What follows belongs to an exercise in optimizing a design on an open flow for small area; a production flow would make more cautious choices.
In this exercise RTL edits were held to simulation tests only and were not proved equivalent to the original.
Power is estimated from default activity; no workload was simulated.

==> inputs of trial 77 <==
## DMA
module DMA(
	clk_in_COM,
	write_in_COM,
	addr_in_COM,
	reset_in_COM,
	error_in_COM,
	data_in_RAM,
	data_in_FIFO,
	full_FIFO,
	block_size_REG,
	continue_block_gap_REG,
	stop_block_gap_REG,
	enable_transfer_mode_REG,
	transfer_complete_DAT,
	addr_out_RAM,
	data_out_RAM,
	data_out_FIFO,
	busy,
	newDAT_DAT
);
	input clk_in_COM;
	input write_in_COM;
	input [95:0] addr_in_COM;
	input reset_in_COM;
	input error_in_COM;
	input [7:0] data_in_RAM;
	input [7:0] data_in_FIFO;
	input full_FIFO;
	input [11:0] block_size_REG;
	input continue_block_gap_REG;
	input stop_block_gap_REG;
	input enable_transfer_mode_REG;
	input transfer_complete_DAT;
	output reg [63:0] addr_out_RAM;
	output reg [7:0] data_out_RAM;
	output reg [7:0] data_out_FIFO;
	output reg busy;
	output reg newDAT_DAT;
	reg        valid_r, end_r, act2_r;
	reg [63:0] addr_r;
	localparam [1:0] ST_STOP = 2'd0, ST_FDS = 2'd1, ST_CADR = 2'd2, ST_TFR = 2'd3;
	reg [1:0]  state;
	reg [11:0] cnt;
	wire kill = reset_in_COM | error_in_COM;
	wire c2r  = ~write_in_COM & enable_transfer_mode_REG;
	wire run  = ~kill & ~c2r;
	wire tfr  = (state == ST_TFR);
	wire lt   = cnt < block_size_REG;
	wire ld   = run & tfr & lt;                          
	wire hold = run & (state != ST_STOP) & ~ld;          
	wire ldr  = ~kill & c2r;                             
	wire hldr = run & (state != ST_STOP);                
	wire hcnt = tfr & ~ld;                               
	wire [12:0] lo  = {1'b0, addr_r[11:0]} + {1'b0, cnt};
	wire [51:0] hi  = addr_r[63:12] + {51'd0, lo[12]};
	wire [63:0] sum = {hi, lo[11:0]};
	wire [11:0] inc = cnt + 12'd1;
	always @(posedge clk_in_COM) begin
		valid_r    <= addr_in_COM[0];
  ...
Settings: LEC_CHECK=0, CAP_MARGIN=20, CORE_MARGIN=2, CORE_UTILIZATION=65, CTS_BUF_LIST=sky130_fd_sc_hd__clkbuf_4 sky130_fd_sc_hd__clkbuf_8, SLEW_MARGIN=20; clock period 4.0 ns.
standard.sh (not shown) runs the stock make flow with config.mk's settings and CLKGATE_MAP_FILE= SYNTH_SCRIPT=/design/flow/synth_recipe.tcl, a recipe that flattens the netlist after the stock synthesis.
==> flow/flow/run.sh <==
#!/bin/bash
# The standard layout, with two changes:
#  - after the standard synthesis, its flip-flops are kept (same instances and cells) and the logic
#    between them is replaced by the one flow/handmap.py writes: the wide datapath as explicit
#    cells; the low add, compare and group carries (module hm_fast) mapped by ABC with ORFS's
#    speed script, the rest of the control with an area script (flow/ctrl_area.abc);
#  - the port buffers are made from the smallest buffer cell;
#  - clock tree synthesis adds no dummy loads.
set -euo pipefail
WORK=$(pwd)
export BUFFER_PORTS_ARGS="-buffer_cell sky130_fd_sc_hd__buf_1"
export CTS_ARGS="-sink_clustering_enable -repair_clock_nets -buf_list {sky130_fd_sc_hd__clkbuf_4 sky130_fd_sc_hd__clkbuf_8} -dont_use_dummy_load"
RES=$WORK/orfs/results/$FLOW_PLATFORM/DMA/base
LOGS=$WORK/orfs/logs/$FLOW_PLATFORM/DMA/base
LIB=$FLOW_HOME/platforms/$FLOW_PLATFORM/lib/sky130_fd_sc_hd__tt_025C_1v80.lib
YOSYS=$FLOW_HOME/../tools/install/yosys/bin/yosys
[[ -x $YOSYS ]] || YOSYS=yosys

bash standard.sh synth > flow_synth.log 2>&1

cp $RES/1_2_yosys.v $WORK/1_2_yosys_standard.v
python3 $WORK/flow/handmap.py $WORK/1_2_yosys_standard.v $WORK/handmap.v 6 > handmap.log 2>&1
ABCARGS=$(grep -o -- "-liberty [^ ]*tt_025C_1v80.lib.* -constr" $LOGS/1_2_yosys.log | head -1 | sed 's/ -constr$//')
cat > $WORK/map.ys <<EOT
read_liberty -lib $LIB
read_verilog $WORK/handmap.v
hierarchy -top $FLOW_TOP
proc
opt_expr
opt_clean
techmap
opt -fast
abc -script $FLOW_HOME/scripts/abc_speed.script $ABCARGS -constr $WORK/orfs/objects/$FLOW_PLATFORM/DMA/base/abc.constr hm_fast
abc -script $WORK/flow/ctrl_area.abc $ABCARGS -constr $WORK/orfs/objects/$FLOW_PLATFORM/DMA/base/abc.constr $FLOW_TOP
flatten
hierarchy -top $FLOW_TOP
opt_clean -purge
rename -hide w:*.*
stat -liberty $LIB
write_verilog -noattr -nohex -nodec $WORK/1_2_yosys_handmap.v
EOT
$YOSYS -l map.log -q map.ys > /dev/null 2>&1
cp $WORK/1_2_yosys_handmap.v $RES/1_2_yosys.v
rm -f $RES/1_synth.odb $RES/1_synth.sdc

bash standard.sh > flow_layout.log 2>&1
Other scripts of this flow, unchanged in this note and not shown: flow/flow/ctrl_area.abc, flow/flow/handmap.py
==> build 69: changes against trial 77 <==
--- a/flow/flow/run.sh
+++ b/flow/flow/run.sh
@@ -2,8 +2,8 @@
 # The standard layout, with two changes:
 #  - after the standard synthesis, its flip-flops are kept (same instances and cells) and the logic
 #    between them is replaced by the one flow/handmap.py writes: the wide datapath as explicit
-#    cells; the low add, compare and group carries (module hm_fast) mapped by ABC with ORFS's
-#    speed script, the rest of the control with an area script (flow/ctrl_area.abc);
+#    cells; the low add, compare and group carries (module hm_fast) mapped by ABC with flow/fast.abc (delay-oriented),
+#    the rest of the control with an area script (flow/ctrl_area.abc);
 #  - the port buffers are made from the smallest buffer cell;
 #  - clock tree synthesis adds no dummy loads.
 set -euo pipefail
@@ -30,7 +30,7 @@
 opt_clean
 techmap
 opt -fast
-abc -script $FLOW_HOME/scripts/abc_speed.script $ABCARGS -constr $WORK/orfs/objects/$FLOW_PLATFORM/DMA/base/abc.constr hm_fast
+abc -script $WORK/flow/fast.abc $ABCARGS -constr $WORK/orfs/objects/$FLOW_PLATFORM/DMA/base/abc.constr hm_fast
 abc -script $WORK/flow/ctrl_area.abc $ABCARGS -constr $WORK/orfs/objects/$FLOW_PLATFORM/DMA/base/abc.constr $FLOW_TOP
 flatten
 hierarchy -top $FLOW_TOP
==> flow/flow/fast.abc (new file) <==
strash
&get -n
&st
&dch
&nf
&put
topo
GPL_TIMING_DRIVEN = 0   (was not set)
==> summary of the runs <==
Build 69 completed without violations. Trial 77 ran to the end with no violations.
Sequential cell count is the same in trial 77 and build 69.
First-iteration DRC count: build 69 is larger than trial 77 (about 16%).
Between build 69 and trial 77, the lower via count is in build 69 (gap about 0.2%, measured against trial 77).
Against build 69, the register-to-register slack of trial 77 is higher by 0.41 ns.
Combinational power is about the same in trial 77 and build 69.
Non-clock buffer count: build 69 is higher than trial 77 (2).
Sequential power is about the same in trial 77 and build 69.

---

==> build 80 <==
Another version of the RTL of DMA (not shown whole).
==> module DMA, before the edit <==
module DMA(
	clk_in_COM,
	write_in_COM,
	addr_in_COM,
	reset_in_COM,
	error_in_COM,
	data_in_RAM,
	data_in_FIFO,
	full_FIFO,
	block_size_REG,
	continue_block_gap_REG,
	stop_block_gap_REG,
	enable_transfer_mode_REG,
	transfer_complete_DAT,
	addr_out_RAM,
	data_out_RAM,
	data_out_FIFO,
	busy,
	newDAT_DAT
);
	input clk_in_COM;
	input write_in_COM;
	input [95:0] addr_in_COM;
	input reset_in_COM;
	input error_in_COM;
	input [7:0] data_in_RAM;
	input [7:0] data_in_FIFO;
	input full_FIFO;
	input [11:0] block_size_REG;
	input continue_block_gap_REG;
	input stop_block_gap_REG;
	input enable_transfer_mode_REG;
	input transfer_complete_DAT;
	output reg [63:0] addr_out_RAM;
	output reg [7:0] data_out_RAM;
	output reg [7:0] data_out_FIFO;
	output reg busy;
	output reg newDAT_DAT;
	reg        valid_r, end_r, act2_r;
	reg [63:0] addr_r;
	localparam [1:0] ST_STOP = 2'd0, ST_FDS = 2'd1, ST_CADR = 2'd2, ST_TFR = 2'd3;
	reg [1:0]  state;
	reg [11:0] cnt;    
	wire kill = reset_in_COM | error_in_COM;
	wire c2r  = ~write_in_COM & enable_transfer_mode_REG;
	wire run  = ~kill & ~c2r;
	wire lt   = cnt < block_size_REG;
	wire ld   = run & (state == ST_TFR) & lt;
	wire clr  = kill | c2r | (state == ST_STOP);
	always @(posedge clk_in_COM) begin
		valid_r    <= addr_in_COM[0];
		end_r      <= addr_in_COM[1];
		act2_r     <= addr_in_COM[5];
		addr_r     <= addr_in_COM[95:32];
		newDAT_DAT <= |data_in_RAM;
		if (clr)
			addr_out_RAM <= 64'd0;
		else if (ld)
			addr_out_RAM <= addr_r + {52'd0, cnt};
		if (clr)
			data_out_FIFO <= 8'd0;
		else if (ld)
			data_out_FIFO <= data_in_RAM;
		if (kill)
			data_out_RAM <= 8'd0;
		else if (c2r)
			data_out_RAM <= data_in_FIFO;
		else if (state == ST_STOP)
			data_out_RAM <= 8'd0;
		if (kill) begin
			busy  <= 1'b0;
			state <= ST_STOP;
		end else if (!c2r) begin
			case (state)
				ST_STOP: begin
					busy <= 1'b0;
					if ((write_in_COM | continue_block_gap_REG) & ~full_FIFO)
						state <= ST_FDS;
				end
				ST_FDS: begin
					busy <= valid_r;
					if (valid_r)
						state <= ST_CADR;
				end
				ST_CADR: begin
					if (act2_r)
						state <= ST_TFR;
					else if (end_r)
						state <= ST_STOP;
					else
						state <= ST_FDS;
				end
				default: begin
					if (!lt)
						state <= (end_r | stop_block_gap_REG) ? ST_STOP : ST_FDS;
				end
			endcase
		end
		if (run & (state == ST_CADR) & act2_r)
			cnt <= 12'd0;
		else if (ld)
			cnt <= cnt + 12'd1;
	end
endmodule
==> flow/config.mk <==
export PLATFORM = sky130hd
export DESIGN_NAME = DMA
export DESIGN_NICKNAME = DMA
export VERILOG_FILES = /design/flow/design.v
export SDC_FILE = /design/flow/constraint.sdc
export NUM_CORES = 4
export LEC_CHECK = 0
export CAP_MARGIN = 20
export CORE_MARGIN = 2
export CORE_UTILIZATION = 40
export SLEW_MARGIN = 20
==> flow/constraint.sdc <==
create_clock -name core_clock -period 4.0 [get_ports {clk_in_COM}]
set_input_delay 0.8000 -clock core_clock [delete_from_list [all_inputs] [get_ports {clk_in_COM}]]
set_output_delay 0.8000 -clock core_clock [all_outputs]
set_load 0.01 [all_outputs]
run.sh (not shown) runs the stock make flow with config.mk's settings and CLKGATE_MAP_FILE= SYNTH_SCRIPT=/design/flow/synth_recipe.tcl, a recipe that flattens the netlist after the stock synthesis.
Stock flow here: none of the scripts above is used.
==> build 36 (differences from build 80) <==
--- a/flow/design.v
+++ b/flow/design.v
@@ -47,4 +47,11 @@
 	wire lt   = cnt < block_size_REG;
-	wire ld   = run & (state == ST_TFR) & lt;
-	wire clr  = kill | c2r | (state == ST_STOP);
+	wire ld   = run & (state == ST_TFR) & lt;           
+	wire hold = run & (state != ST_STOP) & ~ld;          
+	wire zc   = run & (state == ST_CADR) & act2_r;       
+	wire ldr  = ~kill & c2r;                             
+	wire hldr = run & (state != ST_STOP);                
+	wire [12:0] lo = {1'b0, addr_r[11:0]} + {1'b0, cnt};
+	wire [51:0] hi = addr_r[63:12] + {51'd0, lo[12]};
+	wire [63:0] sum = {hi, lo[11:0]};
+	wire [11:0] inc = cnt + 12'd1;
 	always @(posedge clk_in_COM) begin
@@ -55,16 +62,6 @@
 		newDAT_DAT <= |data_in_RAM;
-		if (clr)
-			addr_out_RAM <= 64'd0;
-		else if (ld)
-			addr_out_RAM <= addr_r + {52'd0, cnt};
-		if (clr)
-			data_out_FIFO <= 8'd0;
-		else if (ld)
-			data_out_FIFO <= data_in_RAM;
-		if (kill)
-			data_out_RAM <= 8'd0;
-		else if (c2r)
-			data_out_RAM <= data_in_FIFO;
-		else if (state == ST_STOP)
-			data_out_RAM <= 8'd0;
+		addr_out_RAM  <= ({64{ld}} & sum) | ({64{hold}} & addr_out_RAM);
+		data_out_FIFO <= ({8{ld}} & data_in_RAM) | ({8{hold}} & data_out_FIFO);
+		data_out_RAM  <= ({8{ldr}} & data_in_FIFO) | ({8{hldr}} & data_out_RAM);
+		cnt           <= ({12{ld}} & inc) | ({12{~zc & ~ld}} & cnt);
 		if (kill) begin
@@ -98,6 +95,2 @@
 		end
-		if (run & (state == ST_CADR) & act2_r)
-			cnt <= 12'd0;
-		else if (ld)
-			cnt <= cnt + 12'd1;
 	end
==> flow/flow/run.sh (new file) <==
#!/bin/bash
set -euo pipefail
export BUFFER_PORTS_ARGS="-buffer_cell sky130_fd_sc_hd__buf_1"
bash standard.sh > standard_flow.log 2>&1
==> flow/standard.sh (new file) <==
#!/bin/bash
# synth_recipe.tcl (not shown) runs the flow's synth.tcl, then flattens the netlist and writes it again
# the make line also repeats each setting of config.mk as NAME=value (left out here)
make -C /OpenROAD-flow-scripts/flow DESIGN_CONFIG=/design/flow/config.mk WORK_HOME=/design/flow/orfs CLKGATE_MAP_FILE= SYNTH_SCRIPT=/design/flow/synth_recipe.tcl "${@:-finish}"
--- a/flow/config.mk
+++ b/flow/config.mk
@@ -9,3 +9,4 @@
 export CORE_MARGIN = 2
-export CORE_UTILIZATION = 40
+export CORE_UTILIZATION = 65
+export CTS_BUF_LIST = sky130_fd_sc_hd__clkbuf_4 sky130_fd_sc_hd__clkbuf_8
 export SLEW_MARGIN = 20
removed: flow/run.sh
==> build 24 (differences from build 80) <==
--- a/flow/design.v
+++ b/flow/design.v
@@ -47,4 +47,11 @@
 	wire lt   = cnt < block_size_REG;
-	wire ld   = run & (state == ST_TFR) & lt;
-	wire clr  = kill | c2r | (state == ST_STOP);
+	wire ld   = run & (state == ST_TFR) & lt;           
+	wire hold = run & (state != ST_STOP) & ~ld;          
+	wire zc   = run & (state == ST_CADR) & act2_r;       
+	wire ldr  = ~kill & c2r;                             
+	wire hldr = run & (state != ST_STOP);                
+	wire [12:0] lo = {1'b0, addr_r[11:0]} + {1'b0, cnt};
+	wire [51:0] hi = addr_r[63:12] + {51'd0, lo[12]};
+	wire [63:0] sum = {hi, lo[11:0]};
+	wire [11:0] inc = cnt + 12'd1;
 	always @(posedge clk_in_COM) begin
@@ -55,16 +62,6 @@
 		newDAT_DAT <= |data_in_RAM;
-		if (clr)
-			addr_out_RAM <= 64'd0;
-		else if (ld)
-			addr_out_RAM <= addr_r + {52'd0, cnt};
-		if (clr)
-			data_out_FIFO <= 8'd0;
-		else if (ld)
-			data_out_FIFO <= data_in_RAM;
-		if (kill)
-			data_out_RAM <= 8'd0;
-		else if (c2r)
-			data_out_RAM <= data_in_FIFO;
-		else if (state == ST_STOP)
-			data_out_RAM <= 8'd0;
+		addr_out_RAM  <= ({64{ld}} & sum) | ({64{hold}} & addr_out_RAM);
+		data_out_FIFO <= ({8{ld}} & data_in_RAM) | ({8{hold}} & data_out_FIFO);
+		data_out_RAM  <= ({8{ldr}} & data_in_FIFO) | ({8{hldr}} & data_out_RAM);
+		cnt           <= ({12{ld}} & inc) | ({12{~zc & ~ld}} & cnt);
 		if (kill) begin
@@ -98,6 +95,2 @@
 		end
-		if (run & (state == ST_CADR) & act2_r)
-			cnt <= 12'd0;
-		else if (ld)
-			cnt <= cnt + 12'd1;
 	end
==> flow/flow/run.sh (new file) <==
#!/bin/bash
set -euo pipefail
export BUFFER_PORTS_ARGS="-buffer_cell sky130_fd_sc_hd__buf_1"
bash standard.sh > standard_flow.log 2>&1
==> flow/standard.sh (new file) <==
#!/bin/bash
# synth_recipe.tcl (not shown) runs the flow's synth.tcl, then flattens the netlist and writes it again
# the make line also repeats each setting of config.mk as NAME=value (left out here)
make -C /OpenROAD-flow-scripts/flow DESIGN_CONFIG=/design/flow/config.mk WORK_HOME=/design/flow/orfs CLKGATE_MAP_FILE= SYNTH_SCRIPT=/design/flow/synth_recipe.tcl "${@:-finish}"
--- a/flow/config.mk
+++ b/flow/config.mk
@@ -10,2 +10,3 @@
 export CORE_UTILIZATION = 40
+export CTS_BUF_LIST = sky130_fd_sc_hd__clkbuf_8
 export SLEW_MARGIN = 20
removed: flow/run.sh
==> trial 82 (differences from build 80) <==
--- a/flow/design.v
+++ b/flow/design.v
@@ -47,4 +47,11 @@
 	wire lt   = cnt < block_size_REG;
-	wire ld   = run & (state == ST_TFR) & lt;
-	wire clr  = kill | c2r | (state == ST_STOP);
+	wire ld   = run & (state == ST_TFR) & lt;           
+	wire hold = run & (state != ST_STOP) & ~ld;          
+	wire zc   = run & (state == ST_CADR) & act2_r;       
+	wire ldr  = ~kill & c2r;                             
+	wire hldr = run & (state != ST_STOP);                
+	wire [12:0] lo = {1'b0, addr_r[11:0]} + {1'b0, cnt};
+	wire [51:0] hi = addr_r[63:12] + {51'd0, lo[12]};
+	wire [63:0] sum = {hi, lo[11:0]};
+	wire [11:0] inc = cnt + 12'd1;
 	always @(posedge clk_in_COM) begin
@@ -55,16 +62,6 @@
 		newDAT_DAT <= |data_in_RAM;
-		if (clr)
-			addr_out_RAM <= 64'd0;
-		else if (ld)
-			addr_out_RAM <= addr_r + {52'd0, cnt};
-		if (clr)
-			data_out_FIFO <= 8'd0;
-		else if (ld)
-			data_out_FIFO <= data_in_RAM;
-		if (kill)
-			data_out_RAM <= 8'd0;
-		else if (c2r)
-			data_out_RAM <= data_in_FIFO;
-		else if (state == ST_STOP)
-			data_out_RAM <= 8'd0;
+		addr_out_RAM  <= ({64{ld}} & sum) | ({64{hold}} & addr_out_RAM);
+		data_out_FIFO <= ({8{ld}} & data_in_RAM) | ({8{hold}} & data_out_FIFO);
+		data_out_RAM  <= ({8{ldr}} & data_in_FIFO) | ({8{hldr}} & data_out_RAM);
+		cnt           <= ({12{ld}} & inc) | ({12{~zc & ~ld}} & cnt);
 		if (kill) begin
@@ -98,6 +95,2 @@
 		end
-		if (run & (state == ST_CADR) & act2_r)
-			cnt <= 12'd0;
-		else if (ld)
-			cnt <= cnt + 12'd1;
 	end
==> flow/flow/run.sh (new file) <==
#!/bin/bash
# The standard layout, with two changes:
#  - after the standard synthesis, the combinational logic between the registers is mapped
#    again by ABC with the speed script, on the flattened netlist (half and full adder cells included) (registers, their names and cells are kept);
#  - the port buffers are made from the smallest buffer cell.
set -euo pipefail
WORK=$(pwd)
export BUFFER_PORTS_ARGS="-buffer_cell sky130_fd_sc_hd__buf_1"
RES=$WORK/orfs/results/$FLOW_PLATFORM/DMA/base
LOGS=$WORK/orfs/logs/$FLOW_PLATFORM/DMA/base
LIB=$FLOW_HOME/platforms/$FLOW_PLATFORM/lib/sky130_fd_sc_hd__tt_025C_1v80.lib
YOSYS=$FLOW_HOME/../tools/install/yosys/bin/yosys
[[ -x $YOSYS ]] || YOSYS=yosys

bash standard.sh synth > flow_synth.log 2>&1

# re-map the combinational logic
cp $RES/1_2_yosys.v $WORK/1_2_yosys_standard.v
ABCARGS=$(grep -o -- "-liberty [^ ]*tt_025C_1v80.lib.* -constr" $LOGS/1_2_yosys.log | head -1 | sed 's/ -constr$//')
cat > $WORK/remap.ys <<EOT
read_liberty -ignore_miss_func -overwrite $LIB
read_verilog $WORK/1_2_yosys_standard.v
hierarchy -top $FLOW_TOP
setattr -mod -set keep_hierarchy 1 sky130_fd_sc_hd__df*
flatten
opt_clean -purge
abc -script $WORK/flow/remap.abc $ABCARGS -constr $WORK/orfs/objects/$FLOW_PLATFORM/DMA/base/abc.constr
opt_clean -purge
rename -hide w:*.*
select -module $FLOW_TOP
stat -liberty $LIB
write_verilog -noattr -nohex -nodec -selected $WORK/1_2_yosys_remap.v
EOT
$YOSYS -l remap.log -q remap.ys > /dev/null 2>&1
cp $WORK/1_2_yosys_remap.v $RES/1_2_yosys.v
rm -f $RES/1_synth.odb $RES/1_synth.sdc

bash standard.sh > flow_layout.log 2>&1
==> flow/flow/remap.abc (new file) <==
&get -n
&st
&dch
&nf
&st
&syn2
&if -g -K 6
&synch2
&nf
&st
&syn2
&if -g -K 6
&synch2
&nf
&st
&syn2
&if -g -K 6
&synch2
&nf
&st
&syn2
&if -g -K 6
&synch2
&nf
&st
&syn2
&if -g -K 6
&synch2
&nf
&put
buffer -c
topo
stime -c
upsize -c
dnsize -c
==> flow/standard.sh (new file) <==
#!/bin/bash
# synth_recipe.tcl (not shown) runs the flow's synth.tcl, then flattens the netlist and writes it again
# the make line also repeats each setting of config.mk as NAME=value (left out here)
make -C /OpenROAD-flow-scripts/flow DESIGN_CONFIG=/design/flow/config.mk WORK_HOME=/design/flow/orfs CLKGATE_MAP_FILE= SYNTH_SCRIPT=/design/flow/synth_recipe.tcl "${@:-finish}"
--- a/flow/config.mk
+++ b/flow/config.mk
@@ -9,3 +9,4 @@
 export CORE_MARGIN = 2
-export CORE_UTILIZATION = 40
+export CORE_UTILIZATION = 65
+export CTS_BUF_LIST = sky130_fd_sc_hd__clkbuf_8
 export SLEW_MARGIN = 20
removed: flow/run.sh
==> reports/metrics.cfg <==
[sta]
holdWs_ns=0.432

[finish]
nNonClkBuffers=196
num-nets-final=963
drive_above_1_share=0.0847
inverters=28
seq_area_frac=0.411

[yosys]
yosysTopAreaCell=dfxtp_1

[run_status]
status=complete, no violations

[setup_path]
rr_worst_depth=17

The numbers above come from build 24.

==> reports/metrics.cfg <==
[run_status]
status=complete, no violations

[setup_path]
rr_worst_depth=8

[finish]
nNonClkBuffers=196
num-nets-final=1051
inverters=30
seq_area_frac=0.409
drive_above_1_share=0.0721

[sta]
holdWs_ns=0.437

The numbers above come from trial 82.

==> reports/metrics.cfg <==
[finish]
seq_area_frac=0.417
nNonClkBuffers=197
num-nets-final=964

[run_status]
status=complete, no violations

[yosys]
yosysTopAreaCell=dfxtp_1

[detailed_routing]
wl_met3_microns=907

The numbers above come from build 36.

==> reports/metrics.cfg <==
[yosys]
synth_top_flop_cell=dfxtp_1
yosysTopAreaCell=dfxtp_1

[finish]
nNonClkBuffers=189
stdcell_count=1160
seq_area_frac=0.340
drive_above_1_share=0.0749

[hold_path]
hold_path_class=flip-flop to flip-flop

[power_and_ir_drop]
switching_share=0.215
seqPwrFrac=0.475

[setup_path]
rr_worst_depth=9

[run_status]
status=complete, no violations

[clock_network]
cts_root_buf=clkbuf_16

The numbers above come from build 80.

-- re-timing with driven ports --
In the flow no input, the clock included, has a driving cell. The finished layouts below were timed again as built, in two steps.
Step 1 sets driving cells, clkbuf_16 on the clock port and buf_2 on the other inputs (assumed; they add their load-dependent delay and slew).
Step 2, shift: input delay + t, output delay - t, t = (earliest + latest rising clock arrival at the registers) / 2. This alone moves slack from input paths to output paths.
Three values: ideal ports, drivers, drivers and shift; two values: the first two.
run | t (ns) | setup slack, ns | worst setup path at the end | clock arrival spread, ns
trial 77 | 0.445 | 0.692 / 0.692 / 0.303 | input to register | 0.033 / 0.034
build 69 | 0.446 | 0.278 / 0.278 / 0.278 | register to register | 0.033 / 0.034
build 80 | 0.465 | 0.916 / 0.933 / 0.468 | input to register | 0.012 / 0.012
build 36 | 0.502 | 0.237 / 0.237 / 0.237 | register to register | 0.012 / 0.011
build 24 | 0.477 | 0.259 / 0.259 / 0.259 | register to register | 0.012 / 0.013
trial 82 | 0.479 | 0.721 / 0.721 / 0.397 | input to register | 0.009 / 0.009
After both steps setup and hold are still met in every run listed. The setup slack of build 80, which loses most, moves by +0.017 ns with the drivers and by -0.448 ns with both steps.
